Background: an optimization exercise with open tools, aiming at small area. Do not read the settings as production practice.
Function was not checked in any run shown here: the RTL went through the layout flow alone.
Power is estimated from default activity; no workload was simulated.

**flow/config.mk**
```make
export PLATFORM = sky130hd
export DESIGN_NAME = printer_core
export DESIGN_NICKNAME = printer_core
export VERILOG_FILES = /design/flow/design.v
export SDC_FILE = /design/flow/constraint.sdc
export NUM_CORES = 4
export LEC_CHECK = 0
export CAP_MARGIN = 20
export CORE_MARGIN = 2
export CORE_UTILIZATION = 40
export SLEW_MARGIN = 20
```
**flow/constraint.sdc**
```tcl
create_clock -name core_clock -period 10.0 [get_ports {clk}]
set_input_delay 2.0000 -clock core_clock [delete_from_list [all_inputs] [get_ports {clk}]]
set_output_delay 2.0000 -clock core_clock [all_outputs]
set_load 0.01 [all_outputs]
```
**flow/design.v**
```verilog
module printer_core(
	input	wire			clk,
	input	wire			rst,
	input	wire	[9:0]	flags_out,
	input	wire	[9:0]	configuration_1,
	input	wire	[31:0]	stepper_1_speed,
	input	wire	[31:0]	stepper_2_speed,
	input	wire	[31:0]	stepper_3_speed,
	input	wire	[31:0]	stepper_4_speed,
	input	wire	[31:0]	stepper_1_steps_out,
	input	wire	[31:0]	stepper_2_steps_out,
	input	wire	[31:0]	stepper_3_steps_out,
	input	wire	[31:0]	stepper_4_steps_out,
	input	wire	[11:0]	temp_bed_bottom,
	input	wire	[11:0]	temp_bed_upper,
	input	wire	[11:0]	temp_e1_bottom,
	input	wire	[11:0]	temp_e1_upper,
	input	wire	[5:0]	endstop_raw,	 
	input	wire	[11:0]	temp_e1,
	input	wire	[11:0]	temp_bed,
	output	wire	[2:0]	flags_in,
	output	wire	[5:0]	end_stop,
	output	wire	[31:0]	stepper_1_steps_in,
	output	wire	[31:0]	stepper_2_steps_in,
	output	wire	[31:0]	stepper_3_steps_in,
	output	wire	[31:0]	stepper_4_steps_in,
	output	wire	[3:0]	step,
	output	wire	[3:0]	dir,
	output	wire	[3:0]	enable,
	output	wire			heater_bed,
	output	wire			heater_e1
);
	reg		[9:0]	flags_read;
	always @(posedge clk)
		if (rst)
			flags_read <= 10'd0;
		else
			flags_read <= flags_out;
	wire	[5:0]	es;
	endstop_filter ef1(.clk(clk), .rst(rst), .in(endstop_raw[0] ^ configuration_1[0]), .out(es[0]));
	endstop_filter ef2(.clk(clk), .rst(rst), .in(endstop_raw[1] ^ configuration_1[1]), .out(es[1]));
	endstop_filter ef3(.clk(clk), .rst(rst), .in(endstop_raw[2] ^ configuration_1[2]), .out(es[2]));
	endstop_filter ef4(.clk(clk), .rst(rst), .in(endstop_raw[3] ^ configuration_1[3]), .out(es[3]));
	endstop_filter ef5(.clk(clk), .rst(rst), .in(endstop_raw[4] ^ configuration_1[4]), .out(es[4]));
	endstop_filter ef6(.clk(clk), .rst(rst), .in(endstop_raw[5] ^ configuration_1[5]), .out(es[5]));
	assign end_stop = es;
	wire	[31:0]	s1, s2, s3, s4;
	ripple_cneg #(32) neg1(.a(stepper_1_steps_out), .neg(configuration_1[6]), .y(s1));
	ripple_cneg #(32) neg2(.a(stepper_2_steps_out), .neg(configuration_1[7]), .y(s2));
	ripple_cneg #(32) neg3(.a(stepper_3_steps_out), .neg(configuration_1[8]), .y(s3));
	ripple_cneg #(32) neg4(.a(stepper_4_steps_out), .neg(configuration_1[9]), .y(s4));
	stepper_controller stepper_controller1(
		.clk(clk), .rst(rst),
		.stepper_step_in_1(s1), .stepper_speed_1(stepper_1_speed),
		.stepper_step_in_2(s2), .stepper_speed_2(stepper_2_speed),
		.stepper_step_in_3(s3), .stepper_speed_3(stepper_3_speed),
		.stepper_step_in_4(s4), .stepper_speed_4(stepper_4_speed),
		.stepper_enable(flags_read[0]),
		.xmin(es[0]), .xmax(es[1]), .ymin(es[2]), .ymax(es[3]), .zmin(es[4]), .zmax(es[5]),
		.homex(flags_read[2]), .homey(flags_read[3]), .homez(flags_read[4]),
		.start_driving(flags_read[1]), .start_homing(flags_read[5]),
		.step(step), .dir(dir), .enable(enable),
		.steppers_driving(flags_in[0]),
		.stepper_step_out_1(stepper_1_steps_in),
		.stepper_step_out_2(stepper_2_steps_in),
		.stepper_step_out_3(stepper_3_steps_in),
		.stepper_step_out_4(stepper_4_steps_in));
	reg		[4:0]	samples;
	wire	[4:0]	samples_inc;
	ripple_inc #(5) samples_cnt(.a(samples), .en(!samples[4]), .y(samples_inc));
	always @(posedge clk)
		if (rst)
			samples <= 5'd0;
		else
			samples <= samples_inc;
	heater_control heater_bed_control(
		.clk(clk), .rst(rst), .full(samples[4]),
		.temp(temp_bed), .temp_bottom(temp_bed_bottom), .temp_upper(temp_bed_upper),
		.control(flags_read[7:6]), .enable_heater(heater_bed));
	heater_control heater_e1_control(
		.clk(clk), .rst(rst), .full(samples[4]),
		.temp(temp_e1), .temp_bottom(temp_e1_bottom), .temp_upper(temp_e1_upper),
		.control(flags_read[9:8]), .enable_heater(heater_e1));
	assign flags_in[1] = heater_bed;
	assign flags_in[2] = heater_e1;
endmodule
module ripple_inc #(parameter W = 32) (
	input	wire	[W-1:0]	a,
	input	wire			en,
	output	wire	[W-1:0]	y);
	wire	[W:0]	c;
	assign c[0] = en;
	genvar i;
	generate for (i = 0; i < W; i = i + 1) begin : g
		assign y[i] = a[i] ^ c[i];
		assign c[i+1] = c[i] & a[i];
	end endgenerate
endmodule
module ripple_dec #(parameter W = 32) (
	input	wire	[W-1:0]	a,
	input	wire			en,
	output	wire	[W-1:0]	y);
	wire	[W:0]	c;
	assign c[0] = en;
	genvar i;
	generate for (i = 0; i < W; i = i + 1) begin : g
		assign y[i] = a[i] ^ c[i];
		assign c[i+1] = c[i] & !a[i];
	end endgenerate
endmodule
module ripple_updn #(parameter W = 32) (
	input	wire	[W-1:0]	a,
	input	wire			en,
	input	wire			down,
	output	wire	[W-1:0]	y);
	wire	[W:0]	c;
	assign c[0] = en;
	genvar i;
	generate for (i = 0; i < W; i = i + 1) begin : g
		assign y[i] = a[i] ^ c[i];
		assign c[i+1] = c[i] & (a[i] ^ down);
	end endgenerate
endmodule
module ripple_cneg #(parameter W = 32) (
	input	wire	[W-1:0]	a,
	input	wire			neg,
	output	wire	[W-1:0]	y);
	wire	[W:0]	o;
	assign o[0] = 1'b0;
	genvar i;
	generate for (i = 0; i < W; i = i + 1) begin : g
		assign y[i] = a[i] ^ (neg & o[i]);
		assign o[i+1] = o[i] | a[i];
	end endgenerate
endmodule
module ripple_gt #(parameter W = 32) (
	input	wire	[W-1:0]	a,
	input	wire	[W-1:0]	b,
	output	wire			gt);
	wire	[W:0]	g;
	assign g[0] = 1'b0;
	genvar i;
	generate for (i = 0; i < W; i = i + 1) begin : g_
		assign g[i+1] = (a[i] & !b[i]) | (!(a[i] ^ b[i]) & g[i]);
	end endgenerate
	assign gt = g[W];
endmodule
module stepper_controller(
	input	wire			clk,
	input	wire			rst,
	input	wire	[31:0]	stepper_step_in_1,
	input	wire	[31:0]	stepper_speed_1,
	input	wire	[31:0]	stepper_step_in_2,
	input	wire	[31:0]	stepper_speed_2,
	input	wire	[31:0]	stepper_step_in_3,
	input	wire	[31:0]	stepper_speed_3,
	input	wire	[31:0]	stepper_step_in_4,
	input	wire	[31:0]	stepper_speed_4,
	input	wire			stepper_enable,
	input	wire			xmin,
	input	wire			xmax,
	input	wire			ymin,
	input	wire			ymax,
	input	wire			zmin,
	input	wire			zmax,
	input	wire			homex,
	input	wire			homey,
	input	wire			homez,
	input	wire			start_driving,
	input	wire			start_homing,
	output	wire	[3:0]	step,
	output	wire	[3:0]	dir,
	output	wire	[3:0]	enable,
	output	wire			steppers_driving,
	output	wire	[31:0]	stepper_step_out_1,
	output	wire	[31:0]	stepper_step_out_2,
	output	wire	[31:0]	stepper_step_out_3,
	output	wire	[31:0]	stepper_step_out_4);
	wire	[2:0]	step_h, dir_h;
	wire	[3:0]	step_d, dir_d;
	wire			driv_h, driv_xy, driv_z, driv_e;
	wire	drive = start_driving & !start_homing;
	wire	home  = start_homing & !start_driving;
	assign step = drive ? step_d : (home ? {1'b0, step_h} : 4'd0);
	assign dir  = drive ? dir_d  : (home ? {1'b0, dir_h}  : 4'd0);
	assign enable = {4{!stepper_enable}};
	assign steppers_driving = drive ? (driv_xy | driv_z | driv_e) : (home & driv_h);
	home_g28 home_blk(.clk(clk), .rst(rst),
		.stepper_speed_1(stepper_speed_1), .stepper_speed_2(stepper_speed_2), .stepper_speed_3(stepper_speed_3),
		.xmin(xmin), .ymin(ymin), .zmin(zmin),
		.homex(homex), .homey(homey), .homez(homez),
		.start_driving(start_homing),
		.step_signal(step_h), .dir(dir_h), .steppers_driving(driv_h));
	stepper_corexy_new corexy(.clk(clk), .rst(rst),
		.stepper_step_in_1(stepper_step_in_1), .stepper_speed_1(stepper_speed_1),
		.stepper_step_in_2(stepper_step_in_2), .stepper_speed_2(stepper_speed_2),
		.xmin(xmin), .xmax(xmax), .ymin(ymin), .ymax(ymax),
		.start_driving(start_driving),
		.step_signal_1(step_d[0]), .dir_1(dir_d[0]),
		.step_signal_2(step_d[1]), .dir_2(dir_d[1]),
		.steppers_driving(driv_xy),
		.stepper_step_out_1(stepper_step_out_1),
		.stepper_step_out_2(stepper_step_out_2));
	stepper_z z(.clk(clk), .rst(rst),
		.stepper_step_in(stepper_step_in_3), .stepper_speed(stepper_speed_3),
		.zmin(zmin), .zmax(zmax),
		.start_driving(start_driving),
		.step_signal(step_d[2]), .direction(dir_d[2]),
		.stepper_driving(driv_z), .stepper_step_out(stepper_step_out_3));
	stepper_extruder e1(.clk(clk), .rst(rst),
		.stepper_step_in(stepper_step_in_4), .stepper_speed(stepper_speed_4),
		.start_driving(start_driving),
		.step_signal(step_d[3]), .dir(dir_d[3]),
		.stepper_driving(driv_e), .stepper_step_out(stepper_step_out_4));
endmodule
module stepper_corexy_new(
	input	wire			clk,
	input	wire			rst,
	input	wire	[31:0]	stepper_step_in_1,
	input	wire	[31:0]	stepper_speed_1,
	input	wire	[31:0]	stepper_step_in_2,
	input	wire	[31:0]	stepper_speed_2,
	input	wire			xmin,
	input	wire			xmax,
	input	wire			ymin,
	input	wire			ymax,
	input	wire			start_driving,
	output	wire			step_signal_1,
	output	wire			dir_1,
	output	wire			step_signal_2,
	output	wire			dir_2,
	output	wire			steppers_driving,
	output	wire	[31:0]	stepper_step_out_1,
	output	wire	[31:0]	stepper_step_out_2);
	reg		[31:0]	r_1, r_2;
	reg		[31:0]	c_1, c_2;
	reg		[31:0]	speed_1, speed_2;
	reg				signal_1, signal_2;
	reg				driving_1, driving_2;
	reg				direction_1, direction_2;
	reg				f;
	reg				x_minus, x_plus, y_minus, y_plus;	 
	assign steppers_driving = driving_1 | driving_2;
	assign step_signal_1 = signal_1;
	assign step_signal_2 = signal_2;
	assign dir_1 = direction_1;
	assign dir_2 = direction_2;
	assign stepper_step_out_1 = r_1;
	assign stepper_step_out_2 = r_2;
	wire	nz_in_1 = |stepper_step_in_1[30:0];
	wire	nz_in_2 = |stepper_step_in_2[30:0];
	wire	load = !driving_1 & !driving_2 & !f & start_driving & (nz_in_1 | nz_in_2);
	wire	d_1 = stepper_step_in_1[31];
	wire	d_2 = stepper_step_in_2[31];
	wire	[30:0]	n_1, n_2;
	wire	gt;
	ripple_cneg #(31) neg_1(.a(stepper_step_in_1[30:0]), .neg(d_1), .y(n_1));
	ripple_cneg #(31) neg_2(.a(stepper_step_in_2[30:0]), .neg(d_2), .y(n_2));
	ripple_gt #(31) cmp(.a(n_1), .b(n_2), .gt(gt));
	wire	eq = n_1 == n_2;
	wire	s_plus  = d_1 ? (!gt & !eq) : gt;
	wire	s_minus = d_1 ? gt : (!gt & !eq);
	wire	s_on_y = (d_1 == d_2);
	wire	ok = ((xmin & !x_minus) | (xmax & !x_plus) | (!xmin & !xmax)) &
				 ((ymin & !y_minus) | (ymax & !y_plus) | (!ymin & !ymax));
	wire	[31:0]	c_1_inc, c_2_inc;
	ripple_inc #(32) c_1_cnt(.a(c_1), .en(1'b1), .y(c_1_inc));
	ripple_inc #(32) c_2_cnt(.a(c_2), .en(1'b1), .y(c_2_inc));
	wire	due_1 = (c_1_inc == speed_1);
	wire	due_2 = (c_2_inc == speed_2);
	wire	run_1 = ok & (|r_1[30:0]);
	wire	run_2 = ok & (|r_2[30:0]);
	wire	done_1 = driving_1 & signal_1 & (!run_1 | due_1) | !ok & signal_1;
	wire	done_2 = driving_2 & signal_2 & (!run_2 | due_2) | !ok & signal_2;
	wire	[31:0]	r_1_step, r_2_step;
	ripple_updn #(32) r_1_cnt(.a(r_1), .en(done_1), .down(!direction_1), .y(r_1_step));
	ripple_updn #(32) r_2_cnt(.a(r_2), .en(done_2), .down(!direction_2), .y(r_2_step));
	wire	active = driving_1 | driving_2;
	wire	clear_1 = active & !ok & !(|r_1[30:0]);
	wire	clear_2 = active & !ok & !(|r_2[30:0]);
	always @(posedge clk)
	begin
		c_1 <= (load | due_1) ? 32'd0 : c_1_inc;
		c_2 <= (load | due_2) ? 32'd0 : c_2_inc;
		if (load)
		begin
			speed_1 <= stepper_speed_1;
			speed_2 <= stepper_speed_2;
		end
		if (rst)
		begin
			r_1 <= 32'd0; r_2 <= 32'd0;
			signal_1 <= 1'b0; signal_2 <= 1'b0;
			driving_1 <= 1'b0; driving_2 <= 1'b0;
			direction_1 <= 1'b0; direction_2 <= 1'b0;
			f <= 1'b0;
			x_minus <= 1'b0; x_plus <= 1'b0; y_minus <= 1'b0; y_plus <= 1'b0;
		end
		else
		begin
			r_1 <= load ? stepper_step_in_1 : {r_1_step[31] & !clear_1, r_1_step[30:0]};
			r_2 <= load ? stepper_step_in_2 : {r_2_step[31] & !clear_2, r_2_step[30:0]};
			if (load)
			begin
				driving_1 <= nz_in_1;
				driving_2 <= nz_in_2;
				signal_1 <= nz_in_1;
				signal_2 <= nz_in_2;
				direction_1 <= d_1;
				direction_2 <= d_2;
				f <= 1'b1;
				x_plus  <= s_on_y ? !d_1 : s_plus;
				x_minus <= s_on_y ?  d_1 : s_minus;
				y_plus  <= s_on_y ? s_plus  : !d_1;
				y_minus <= s_on_y ? s_minus : d_1;
			end
			else if (active)
			begin
				if (driving_1)
				begin
					if (!run_1)
					begin
						signal_1 <= 1'b0;
						driving_1 <= 1'b0;
					end
					else if (due_1)
						signal_1 <= !signal_1;
				end
				if (driving_2)
				begin
					if (!run_2)
					begin
						signal_2 <= 1'b0;
						driving_2 <= 1'b0;
					end
					else if (due_2)
						signal_2 <= !signal_2;
				end
				if (!ok)
				begin
					signal_1 <= 1'b0; driving_1 <= 1'b0;
					signal_2 <= 1'b0; driving_2 <= 1'b0;
				end
			end
			if (!start_driving)
			begin
				f <= 1'b0;
				driving_1 <= 1'b0; driving_2 <= 1'b0;
				signal_1 <= 1'b0; signal_2 <= 1'b0;
			end
		end
	end
endmodule
module stepper_z(
	input	wire			clk,
	input	wire			rst,
	input	wire	[31:0]	stepper_step_in,
	input	wire	[31:0]	stepper_speed,
	input	wire			zmin,
	input	wire			zmax,
	input	wire			start_driving,
	output	wire			step_signal,
	output	wire			direction,
	output	wire			stepper_driving,
	output	wire	[31:0]	stepper_step_out);
	reg		[31:0]	r;
	reg		[31:0]	m;
	reg				signal;
	reg				driving;
	reg				f;
	assign stepper_driving = driving;
	assign step_signal = signal;
	assign direction = r[31];
	assign stepper_step_out = r;
	wire	es_ok = (!zmin & !zmax) | (zmin & !r[31]) | (zmax & r[31]);
	wire	load = !driving & !f & start_driving & (|stepper_step_in[30:0]) & es_ok;
	wire	run = (|r[30:0]) & es_ok;
	wire	due = (m == 32'd1);
	wire	done = driving & signal & (!run | due);
	wire	[31:0]	m_dec, r_step;
	ripple_dec #(32) m_cnt(.a(m), .en(1'b1), .y(m_dec));
	ripple_updn #(32) r_cnt(.a(r), .en(done), .down(!r[31]), .y(r_step));
	always @(posedge clk)
	begin
		m <= (load | due) ? stepper_speed : m_dec;
		if (rst)
		begin
			r <= 32'd0; signal <= 1'b0; driving <= 1'b0; f <= 1'b0;
		end
		else
		begin
			r <= load ? stepper_step_in : r_step;
			if (load)
			begin
				driving <= 1'b1;
				signal <= 1'b1;
				f <= 1'b1;
			end
			else if (driving)
			begin
				if (run)
				begin
					if (due)
						signal <= !signal;
				end
				else
				begin
					signal <= 1'b0;
					driving <= 1'b0;
				end
			end
			if (!start_driving)
			begin
				f <= 1'b0;
				driving <= 1'b0;
				signal <= 1'b0;
			end
		end
	end
endmodule
module stepper_extruder(
	input	wire			clk,
	input	wire			rst,
	input	wire	[31:0]	stepper_step_in,
	input	wire	[31:0]	stepper_speed,
	input	wire			start_driving,
	output	wire			step_signal,
	output	wire			dir,
	output	wire			stepper_driving,
	output	wire	[31:0]	stepper_step_out);
	reg		[31:0]	r;
	reg		[31:0]	m;
	reg				signal;
	reg				driving;
	reg				f;
	assign stepper_driving = driving;
	assign step_signal = signal;
	assign dir = r[31];
	assign stepper_step_out = r;
	wire	es_ok = 1'b1;
	wire	load = !driving & !f & start_driving & (|stepper_step_in[30:0]) & es_ok;
	wire	run = (|r[30:0]) & es_ok;
	wire	due = (m == 32'd1);
	wire	done = driving & signal & (!run | due);
	wire	[31:0]	m_dec, r_step;
	ripple_dec #(32) m_cnt(.a(m), .en(1'b1), .y(m_dec));
	ripple_updn #(32) r_cnt(.a(r), .en(done), .down(!r[31]), .y(r_step));
	always @(posedge clk)
	begin
		m <= (load | due) ? stepper_speed : m_dec;
		if (rst)
		begin
			r <= 32'd0; signal <= 1'b0; driving <= 1'b0; f <= 1'b0;
		end
		else
		begin
			r <= load ? stepper_step_in : r_step;
			if (load)
			begin
				driving <= 1'b1;
				signal <= 1'b1;
				f <= 1'b1;
			end
			else if (driving)
			begin
				if (run)
				begin
					if (due)
						signal <= !signal;
				end
				else
				begin
					signal <= 1'b0;
					driving <= 1'b0;
				end
			end
			if (!start_driving)
			begin
				f <= 1'b0;
				driving <= 1'b0;
				signal <= 1'b0;
			end
		end
	end
endmodule
module home_g28(
	input	wire			clk,
	input	wire			rst,
	input	wire	[31:0]	stepper_speed_1,
	input	wire	[31:0]	stepper_speed_2,
	input	wire	[31:0]	stepper_speed_3,
	input	wire			xmin,
	input	wire			ymin,
	input	wire			zmin,
	input	wire			homex,
	input	wire			homey,
	input	wire			homez,
	input	wire			start_driving,
	output	wire	[2:0]	step_signal,
	output	wire	[2:0]	dir,
	output	wire			steppers_driving);
	reg		[1:0]	f;
	reg				dir1, dir3;
	assign dir = {dir3, (f == 2'd1), dir1};
	assign steppers_driving = start_driving & (homex & !xmin | homey & !ymin | homez & !zmin);
	wire	both  = !xmin & !ymin & homex & homey;
	wire	xonly = !both & !xmin & homex;
	wire	yonly = !both & !xonly & !ymin & homey;
	wire	[1:0]	mode = xonly ? 2'd1 : (yonly ? 2'd2 : 2'd0);
	wire	active = both | xonly | yonly;
	wire	change = active & (f != mode);	 
	always @(posedge clk)
		if (rst)
		begin
			f <= 2'd0; dir1 <= 1'b0; dir3 <= 1'b0;
		end
		else if (start_driving)
		begin
			dir3 <= 1'b1;
			if (change)
			begin
				f <= mode;
				dir1 <= 1'b1;
			end
		end
	home_axis axis1(.clk(clk), .rst(rst), .speed(stepper_speed_1),
		.run(start_driving & active), .restart(change),
		.clear(start_driving & !active), .mute(1'b0), .signal(step_signal[0]));
	home_axis axis2(.clk(clk), .rst(rst), .speed(stepper_speed_2),
		.run(start_driving & (xonly | yonly)), .restart(change),
		.clear(start_driving & (!active | (both & change))),
		.mute(start_driving & both), .signal(step_signal[1]));
	home_axis axis3(.clk(clk), .rst(rst), .speed(stepper_speed_3),
		.run(start_driving & !zmin & homez), .restart(1'b0),
		.clear(start_driving & !(!zmin & homez)), .mute(1'b0), .signal(step_signal[2]));
endmodule
module home_axis(
	input	wire			clk,
	input	wire			rst,
	input	wire	[31:0]	speed,
	input	wire			run,
	input	wire			restart,
	input	wire			clear,
	input	wire			mute,
	output	reg				signal);
	reg		[31:0]	m;
	reg		[30:0]	n;
	reg				z;
	wire	reload = run & (restart | z | (m == 32'd0));
	wire	count = run & !reload;
	wire	n_zero = (n == 31'd0);
	wire	[31:0]	m_dec;
	wire	[30:0]	n_dec;
	ripple_dec #(32) m_cnt(.a(m), .en(count), .y(m_dec));
	ripple_dec #(31) n_cnt(.a(n), .en(count & !n_zero), .y(n_dec));
	always @(posedge clk)
	begin
		m <= reload ? speed : m_dec;
		n <= reload ? speed[31:1] : n_dec;
		if (rst)
		begin
			z <= 1'b1; signal <= 1'b0;
		end
		else if (reload)
		begin
			z <= 1'b0; signal <= 1'b1;
		end
		else if (count)
		begin
			if (n_zero)
				signal <= 1'b0;
		end
		else if (clear)
		begin
			z <= 1'b1; signal <= 1'b0;
		end
		else if (mute)
			signal <= 1'b0;
	end
endmodule
module heater_control(
	input	wire			clk,
	input	wire			rst,
	input	wire			full,
	input	wire	[11:0]	temp,
	input	wire	[11:0]	temp_bottom,
	input	wire	[11:0]	temp_upper,
	input	wire	[1:0]	control,
	output	wire			enable_heater);
	reg en;
	reg f;
	wire [11:0] temp_filter;
	assign enable_heater = en;
	analog_filter filter_1(.clk(clk), .rst(rst), .full(full),
		.signal_in(temp), .signal_out(temp_filter));
	wire above, below;
	ripple_gt #(12) cmp_upper(.a(temp_filter), .b(temp_upper), .gt(above));
	ripple_gt #(12) cmp_bottom(.a(temp_bottom), .b(temp_filter), .gt(below));
	wire reached = !above;		 
	always @(posedge clk)
		if (rst)
		begin
			en <= 1'b0; f <= 1'b1;
		end
		else if (control[0])		 
		begin
			if (f)
			begin
				en <= !reached;
				f <= !reached;
			end
		end
		else
		begin
			f <= 1'b1;
			if (control[1])			 
			begin
				if (reached)
					en <= 1'b0;
				else if (!below)		 
					en <= 1'b1;
			end
			else
				en <= 1'b0;
		end
endmodule
module analog_filter(
	input	wire			clk,
	input	wire			rst,
	input	wire			full,
	input	wire	[11:0]	signal_in,
	output	wire	[11:0]	signal_out);
	reg		[191:0]	history;
	reg		[15:0]	sum;
	wire	[15:0]	x = sum;
	wire	[15:0]	y = {4'd0, signal_in};
	wire	[15:0]	z = {4'hf, ~(history[191:180] & {12{full}})};
	wire	[15:0]	s = x ^ y ^ z;
	wire	[16:0]	k = {(x & y) | (z & (x ^ y)), 1'b1};
	wire	[16:0]	c;
	wire	[15:0]	next;
	assign c[0] = 1'b0;
	genvar i;
	generate for (i = 0; i < 16; i = i + 1) begin : g
		assign next[i] = s[i] ^ k[i] ^ c[i];
		assign c[i+1] = (s[i] & k[i]) | (c[i] & (s[i] ^ k[i]));
	end endgenerate
	always @(posedge clk)
	begin
		history <= {history[179:0], signal_in};
		if (rst)
			sum <= 16'd0;
		else
			sum <= next;
	end
	assign signal_out = sum[15:4];
endmodule
module endstop_filter(
	input	wire	clk,
	input	wire	rst,
	input	wire	in,
	output	reg		out);
	reg		[13:0]	k;
	reg				prev;
	wire	full = (k == 14'd10000);
	wire	[13:0]	k_inc;
	ripple_inc #(14) k_cnt(.a(k), .en(!full & (in == prev)), .y(k_inc));
	always @(posedge clk)
		if (rst)
		begin
			out <= 1'b0; k <= 14'd0; prev <= 1'b0;
		end
		else
		begin
			prev <= in;
			k <= (in == out) ? 14'd0 : k_inc;
			if ((in != out) & full)
				out <= prev;
		end
endmodule
```
**flow/run.sh**
```bash
#!/bin/bash
# synth_recipe.tcl (not shown) runs the flow's synth.tcl, then flattens the netlist and writes it again
# the make line also repeats each setting of config.mk as NAME=value (left out here)
make -C /OpenROAD-flow-scripts/flow DESIGN_CONFIG=/design/flow/config.mk WORK_HOME=/design/flow/orfs CLKGATE_MAP_FILE= SYNTH_SCRIPT=/design/flow/synth_recipe.tcl finish
```
==> flow_summary_export.csv, run 1 <==
group,metric,value,unit
synth,seq_area_frac_synth,47.0,%
cts,cts-root-buf,"clkbuf_16",
power_and_ir_drop,combPwrFrac,16.2,%
sta,setup_violations,0,
critical_path,rr_endpoint,"stepper_controller1.corexy.r_1[18]",
sta,fin_crit_sh,87.0,%
critical_path,reg2reg_from,"stepper_controller1.corexy.c_1[0]",
cts,cts_buffer_depth,3,
sta,maxSlewHeadroom,25.0,%
route,ant_nets,0,
sta,drv_slew,0,
synth,yosysMostFrequentCell,"dfxtp_1",
sta,setup_tns,0,ns
route,drtIter0Drc,2265,
global_route,grt_pass1_vias,33437,
cts,path_clk_slew,0.06,ns
global_route,globalRouteMet2Util,33.8,%
final_layout,postLayoutCellArea,57100,um2
synth,netlist.area_leader.share,42.9,%
global_route,grt_use_total,20.8,%
power_and_ir_drop,p_sw,3.01,mW
critical_path,end_kind,"flip-flop",
critical_path,worstSetupPathType,"reg -> reg",
global_route,use_met1,27.2,%
global_route,grt_busiest_layer,"met2",
floorplan,pin_count,507,
route,drc,0,
power_and_ir_drop,power_density,193,nW/um2
sta,min_period,8.70,ns
floorplan,coreArea,116000,um2
synth,yosys_register_bits,1067,
critical_path,r2r_setup_slack,1.30,ns
sta,worst_slew_pin_slew,1.12,ns
route,via_count,34157,
run,drv_cap,0,
placed_design,post_dp_cell_area,53300,um2
sta,fmax,115,MHz
placed_design,dp.cells,6538,
route,first_pass_iters,5,
min_path,min_to,"heater_bed_control.filter_1.history[159]",
synth,syn_nets,5552,
min_path,whs_path_depth,0,
power_and_ir_drop,clockPowerShare,38.4,%
final_layout,area_growth_syn_to_layout,22.0,%
synth,synth_edf_count,64,
min_path,hold_class,"reg -> reg",
cts,postCtsHoldBufs,0,
synth,synthCells,4682,
global_route,grt_first_pass_wirelength,195,mm
synth,syn_area,46800,um2
critical_path,crit_required,10.57,ns
cts,clock_latency,0.74,ns
sta,hold_slack,0.301,ns
synth,synthTopCellsByArea,"dfxtp_1 43%, ha_1 12%, xnor2_1 5.3%",
synth,ys_types,97,
synth,yosys_warnings,9,
synth,synth.top_cells.by_count,"1003 x dfxtp_1, 462 x ha_1, 390 x inv_1, 362 x nor2_1, 285 x xnor2_1",
critical_path,crit_path_top_delay_cell,"a21oi_1",
power_and_ir_drop,internal-power,8.04,mW
power_and_ir_drop,power_frac_seq,45.4,%
critical_path,cpPeakStageDelay,0.69,ns
critical_path,timing.critical_path.mode_cell,"ha_1",
cts,cts.sinks,1067,
floorplan,initial_utilization,40.3,%
cts,cts_tree,"done",
critical_path,r2r_cells,38,
cts,numCtsBuffers,112,
run_status,outcome,"finished clean",
floorplan,fp-row-count,125,
route,finalWirelength,126,mm
power_and_ir_drop,p_leak,25.1,nW
sta,hold_viol_final,0,
floorplan,dieArea,120000,um2
placed_design,io_buffers,506,
final_layout,fin_cells,6756,
power_and_ir_drop,switching_share,27.2,%
cts,ctsResizeCount,0,
synth,synth-main-ff-cell,"dfxtp_1",
critical_path,setup.worst_path.start_class,"flip-flop",
critical_path,crit_fanout,17,
min_path,worstHoldStart,"heater_bed_control.filter_1.history[147]",
critical_path,crit_arrival,9.27,ns
global_route,grt_overflow_total,0,
synth,syn_area_per_cell,10.0,um2
global_route,grt_max_degree,97,
route,wl_per_cell,18.6,um
sta,worst_clock_skew,0.0688,ns
power_and_ir_drop,max-vdd-ir-drop,0.172,mV
floorplan,die-width,346,um
global_route,use_met3,5.54,%
floorplan,die_y,346,um
final_layout,nNetsFinal,5998,
synth,synth_top_area_cell,"dfxtp_1",
cts,h-tree-depth,3,
route,via_per_inst,5.06,
sta,grt_setup_unrepaired,"no",
placed_design,dp_hpwl,95.8,mm
final_layout,drive_gt1_share,5.44,%
cts,post_cts_buffers,0,
global_route,grt_antenna_before_repair,21,
critical_path,startpoint,"stepper_controller1.corexy.c_1[0]",
placed_design,gp_congestion,0.878,
synth,async_flop_share,0,%
## cells in the final DEF, fill, tap and decap left out, drive strengths merged, types with 14 or more instances in the layout
cell | synthesis | layout
a211oi | 80 | 80
a21o | 14 | 14
a21oi | 283 | 283
a311oi | 14 | 14
and2 | 123 | 123
and3 | 84 | 84
buf | 58 | 32
clkbuf | 147 | 157
clkdlybuf4s50 | 0 | 504
clkinv | 0 | 33
dfxtp | 1003 | 1003
edfxtp | 64 | 64
fa | 52 | 52
ha | 462 | 462
inv | 391 | 397
nand2 | 170 | 170
nand2b | 17 | 17
nand3 | 57 | 57
nand4 | 62 | 62
nor2 | 363 | 363
nor2b | 53 | 53
nor3 | 79 | 79
nor4 | 120 | 120
o211ai | 23 | 23
o21a | 14 | 14
o21ai | 160 | 160
o22ai | 27 | 27
o31ai | 32 | 32
or2 | 16 | 16
or3 | 54 | 54
or4 | 32 | 32
xnor2 | 285 | 285
xor2 | 138 | 138
## worst max-delay path, delay by kind of cell (launching register included)
kind	cells	cell delay [ns]
adder cells (fa/ha/maj)	30	6.07
AND/OR/NAND/NOR	4	0.98
buffers and inverters	1	0.24
XOR/XNOR	1	0.14
AO/OA/AOI/OAI	2	0.82
flip-flops	1	0.33
## power by group through the flow
stage	Clock [mW]	Combinational (mW)	Sequential (mW)
detailed placement	0	1.80	5.11
global placement	0	1.75	5.10
global route	4.53	2.07	5.07
CTS	4.36	1.81	5.02
floorplan	0	1.20	5.02
finish	4.24	1.79	5.02
## kinds of logic after synthesis
kind of cell               share of synthesized area (%)
adders and majority gates                           14.6
xor gates and xnor gates                            7.91
and+or+nand+nor                                     14.9
muxes                                              0.331
buffers and inverters                               4.98
DFF                                                 47.0
AOI/OAI and AO/OA                                   10.4
## how the worst max path moves through the flow
stage	to	slack [ns]	cells past startpoint
floorplan	heater_bed_control.filter_1.sum[15]	1.89	21
global placement	heater_e1_control.filter_1.sum[15]	1.08	22
detailed placement	heater_e1_control.filter_1.sum[15]	1.04	22
CTS	stepper_controller1.corexy.r_1[18]	1.27	38
global route	stepper_controller1.corexy.r_1[18]	0.80	38
finish	stepper_controller1.corexy.r_1[18]	1.30	38
## layer usage
metal / share of wire, % / routed length (um)
met1: 45 / 56500
met3: 7.1 / 8970
met5: 0.14 / 172
met4: 2.1 / 2680
met2: 46 / 57700
## state kept, by name, indices dropped and copies added, names as in the netlist, 32 cells and up, named ones only
name and count:
stepper_controller1.corexy.c_1 32, stepper_controller1.corexy.r_1 32, stepper_controller1.home_blk.axis1.m 32, stepper_controller1.e1.m 32
stepper_controller1.z.m 32, stepper_controller1.home_blk.axis2.m 32, stepper_controller1.corexy.speed_2 32, heater_bed_control.filter_1.history 192
stepper_controller1.corexy.speed_1 32, stepper_controller1.home_blk.axis3.m 32, stepper_controller1.corexy.r_2 32, stepper_controller1.corexy.c_2 32
heater_e1_control.filter_1.history 192
## layout make-up
cell class                 instances  area [um2]
multi-input combinational       3019       22600
inverter                         391        1470
antenna                            9        22.5
timing repair buffer             537        5300
sequential                      1067       22000
fill                           10734       59100
clock buffer                     156        3230
clock inverter                    53         611
tap                             1524        1910
## per-stage QoR
step | worst slack [ns] | total power, mW | utilization [%]
after floorplan | 1.89 | 6.23 | -
after global placement | 1.08 | 6.85 | 45.8
after detailed placement | 1.04 | 6.90 | 45.8
after CTS | 1.27 | 11.2 | 49.1
after global routing | 0.800 | 11.7 | 49.1
final | 1.30 | 11.0 | 49.2
==> run 2: changes to the inputs <==
--- a/flow/config.mk
+++ b/flow/config.mk
@@ -8,4 +8,5 @@
 export CAP_MARGIN = 20
 export CORE_MARGIN = 2
 export CORE_UTILIZATION = 40
+export CTS_BUF_LIST = sky130_fd_sc_hd__clkbuf_4
 export SLEW_MARGIN = 20
==> flow_summary_export.csv, run 2 <==
group,metric,value,unit
run_status,outcome,"finished clean",
sta,grt_setup_unrepaired,"no",
floorplan,die-width,346,um
sta,fmax,114,MHz
route,dr_wl_met2,58.4,mm
route,ant_nets,0,
critical_path,setup.worst_path.start_class,"flip-flop",
power_and_ir_drop,p_sw,2.97,mW
cts,post_cts_buffers,0,
floorplan,fp-row-count,125,
placed_design,dp_hpwl,95.8,mm
cts,ctsResizeCount,0,
critical_path,end_kind,"flip-flop",
critical_path,startpoint,"stepper_controller1.corexy.c_1[0]",
critical_path,timing.critical_path.mode_cell,"ha_1",
floorplan,coreArea,116000,um2
critical_path,reg2reg_from,"stepper_controller1.corexy.c_1[0]",
placed_design,gp_congestion,0.878,
critical_path,r2r_setup_slack,1.25,ns
synth,synthCells,4682,
min_path,hold_class,"reg -> reg",
synth,seq_area_frac_synth,47.0,%
global_route,grt_max_degree,97,
sta,fin_crit_sh,87.5,%
run,drv_cap,0,
critical_path,crit_required,11.01,ns
cts,cts_tree,"done",
global_route,grt_pass1_vias,35044,
sta,maxSlewHeadroom,24.3,%
route,wl_met3,10.3,mm
power_and_ir_drop,switching_share,28.0,%
final_layout,top_regs,"heater_bed_control.filter_1.history: 192 flops, heater_e1_control.filter_1.history: 192 flops",
sta,fin_ws,1.25,ns
sta,hold_viol_final,0,
floorplan,dieArea,120000,um2
cts,cts_buffer_depth,4,
synth,yosys_warnings,9,
route,first_pass_iters,5,
synth,synth.top_cells.by_count,"1003 x dfxtp_1, 462 x ha_1, 390 x inv_1, 362 x nor2_1, 285 x xnor2_1",
min_path,whs_path_depth,0,
cts,numCtsBuffers,301,
global_route,grt_antenna_before_repair,24,
cts,postCtsHoldBufs,0,
final_layout,nNetsFinal,6187,
route,wl_per_cell,18.1,um
global_route,grt_first_pass_wirelength,198,mm
placed_design,io_buffers,506,
synth,syn_area,46800,um2
synth,async_flop_share,0,%
sta,worst_slew_pin_slew,1.13,ns
critical_path,crit_fanout,17,
synth,syn_nets,5552,
synth,synth-main-ff-cell,"dfxtp_1",
power_and_ir_drop,clockPowerShare,35.7,%
synth,synth_top_area_cell,"dfxtp_1",
power_and_ir_drop,max-vdd-ir-drop,0.153,mV
cts,clock_latency,1.21,ns
floorplan,die_y,346,um
final_layout,mostFrequentLayoutCell,"dfxtp_1",
cts,h-tree-depth,5,
min_path,worstHoldStart,"heater_e1_control.filter_1.history[93]",
cts,path_clk_slew,0.06,ns
placed_design,dp_slack,1.04,ns
final_layout,final_cell_mix,"1001 x dfxtp_1, 504 x clkdlybuf4s50_1, 462 x ha_1, 425 x clkbuf_4, 390 x inv_1",
floorplan,initial_utilization,40.3,%
route,via_count,35189,
synth,yosysMostFrequentCell,"dfxtp_1",
power_and_ir_drop,power_frac_seq,47.4,%
power_and_ir_drop,combPwrFrac,16.9,%
synth,ys_types,97,
global_route,grt_use_total,21.2,%
final_layout,fillers,10926,
synth,yosys_register_bits,1067,
sta,min_period,8.75,ns
power_and_ir_drop,power_density,186,nW/um2
critical_path,cpPeakStageDelay,0.70,ns
route,finalWirelength,128,mm
critical_path,crit_path_top_delay_cell,"a21oi_1",
critical_path,worstSetupPathType,"reg -> reg",
route,via_per_inst,5.00,
critical_path,crit_arrival,9.76,ns
power_and_ir_drop,internal-power,7.61,mW
route,drc,0,
route,wl_met1,56.1,mm
synth,synth_edf_count,64,
floorplan,pin_count,507,
global_route,grt_overflow_total,0,
route,drtIter0Drc,2013,
sta,drv_slew,0,
critical_path,r2r_cells,38,
synth,synthTopCellsByArea,"dfxtp_1 43%, ha_1 12%, xnor2_1 5.3%",
cts,cts-root-buf,"clkbuf_4",
final_layout,drive_gt1_share,9.92,%
route,maxUsedRoutingLayer,"met5",
synth,syn_area_per_cell,10.0,um2
sta,worst_clock_skew,0.112,ns
final_layout,area_growth_syn_to_layout,21.4,%
sta,setup_violations,0,
power_and_ir_drop,p_leak,25.4,nW
cts,cts.sinks,1067,
synth,netlist.area_leader.share,42.9,%
sta,setup_tns,0,ns
run 2: cell counts after synthesis:
No cell type changed its count.
run 2: cells by family (layout without fill, tap and decap cells):
family	after synthesis	after routing	synth area share, %
buffers and inverters	596	1418	4.98
other	0	15	0
adder cells (fa/ha/maj)	514	514	14.6
XOR/XNOR	423	423	7.91
AO/OA/AOI/OAI	762	762	10.4
AND/OR/NAND/NOR	1305	1305	14.9
multiplexers	15	15	0.331
flip-flops	1067	1067	47.0
run 2: worst paths after layout:
kind | end
setup / recovery | stepper_controller1.corexy.r_1[18]
setup reg to reg | stepper_controller1.corexy.r_1[18]
hold reg to reg | heater_e1_control.filter_1.history[105]
hold / removal | heater_e1_control.filter_1.history[105]
run 2: layer usage:
metal  track usage [%]  vias up
li1                  -    17613
met1              26.7    16482
met2              33.8      875
met3              7.71      187
met4              6.67       32
met5                 0        -
run 2: per-stage QoR:
step           util (%)  power (mW)  hold slack [ns]  std cells  instance area (um2)
6_report           48.9        10.6            0.286       7043                56800
3_5_place_dp       45.8        6.90            0.312       6538                53300
4_1_cts            48.9        10.8            0.276       7028                56800
3_3_place_gp       45.8        6.85            0.310       6538                53300
2_1_floorplan         -        6.23            0.310       4682                46800
5_1_grt            48.9        11.3            0.274       7034                56800
run 2: area by class of cell:
cell class	count	area, um2	share of cell area, %
diodes	15	37.5	0.0660
clock buffers	425	3190	5.61
clock inverters	65	338	0.594
inverters	391	1470	2.59
multi-input cells	3019	22600	39.7
flip-flops and latches	1067	22000	38.7
well taps	1524	1910	3.36
repair buffers	537	5300	9.32
run 2: worst max-delay path: cells and delay by family, from the launching register on:
| family | cells | cell delay (ns) |
|---|---|---|
| fa+ha+maj | 30 | 6.08 |
| buf+inv | 1 | 0.24 |
| compound gates | 2 | 0.82 |
| flops | 1 | 0.33 |
| xor+xnor | 1 | 0.14 |
| simple gates | 4 | 0.97 |
run 2: power by group through the flow:
stage	clock (mW)	combinational, mW	sequential (mW)
finish	3.78	1.79	5.02
global route	4.19	2.07	5.07
CTS	3.95	1.81	5.02
detailed placement	0	1.80	5.11
global placement	0	1.75	5.10
floorplan	0	1.20	5.02

-- what the ideal ports hide --
The results above use ideal ports. As a check the final layouts listed here were re-extracted and re-timed, cells and wires unchanged.
Step 1 (the two cells are an assumption about what drives the block):
set clk [get_ports {clk}]
set_driving_cell -lib_cell sky130_fd_sc_hd__clkbuf_16 $clk
set_driving_cell -lib_cell sky130_fd_sc_hd__buf_2 [delete_from_list [all_inputs] $clk]
Step 2 also shifts input and output timing later by t, the mid clock arrival at the registers, as if the neighbouring blocks saw the same clock.
Slacks: no drivers / after step 1 / after step 2; pairs: no drivers / after step 1.
run | t (ns) | setup WS [ns] | worst setup path after step 2 | slew at the worst register clock pin (ns)
run 1 | 0.772 | 1.301 / 1.301 / 1.101 | input to register | 0.07 / 0.07
run 2 | 1.215 | 1.245 / 1.245 / 1.127 | input to register | 0.07 / 0.07
After both steps every run listed still meets setup and hold. For run 1, which loses most, drivers alone change the setup slack by 0.000 ns; drivers and shift together by -0.200 ns.
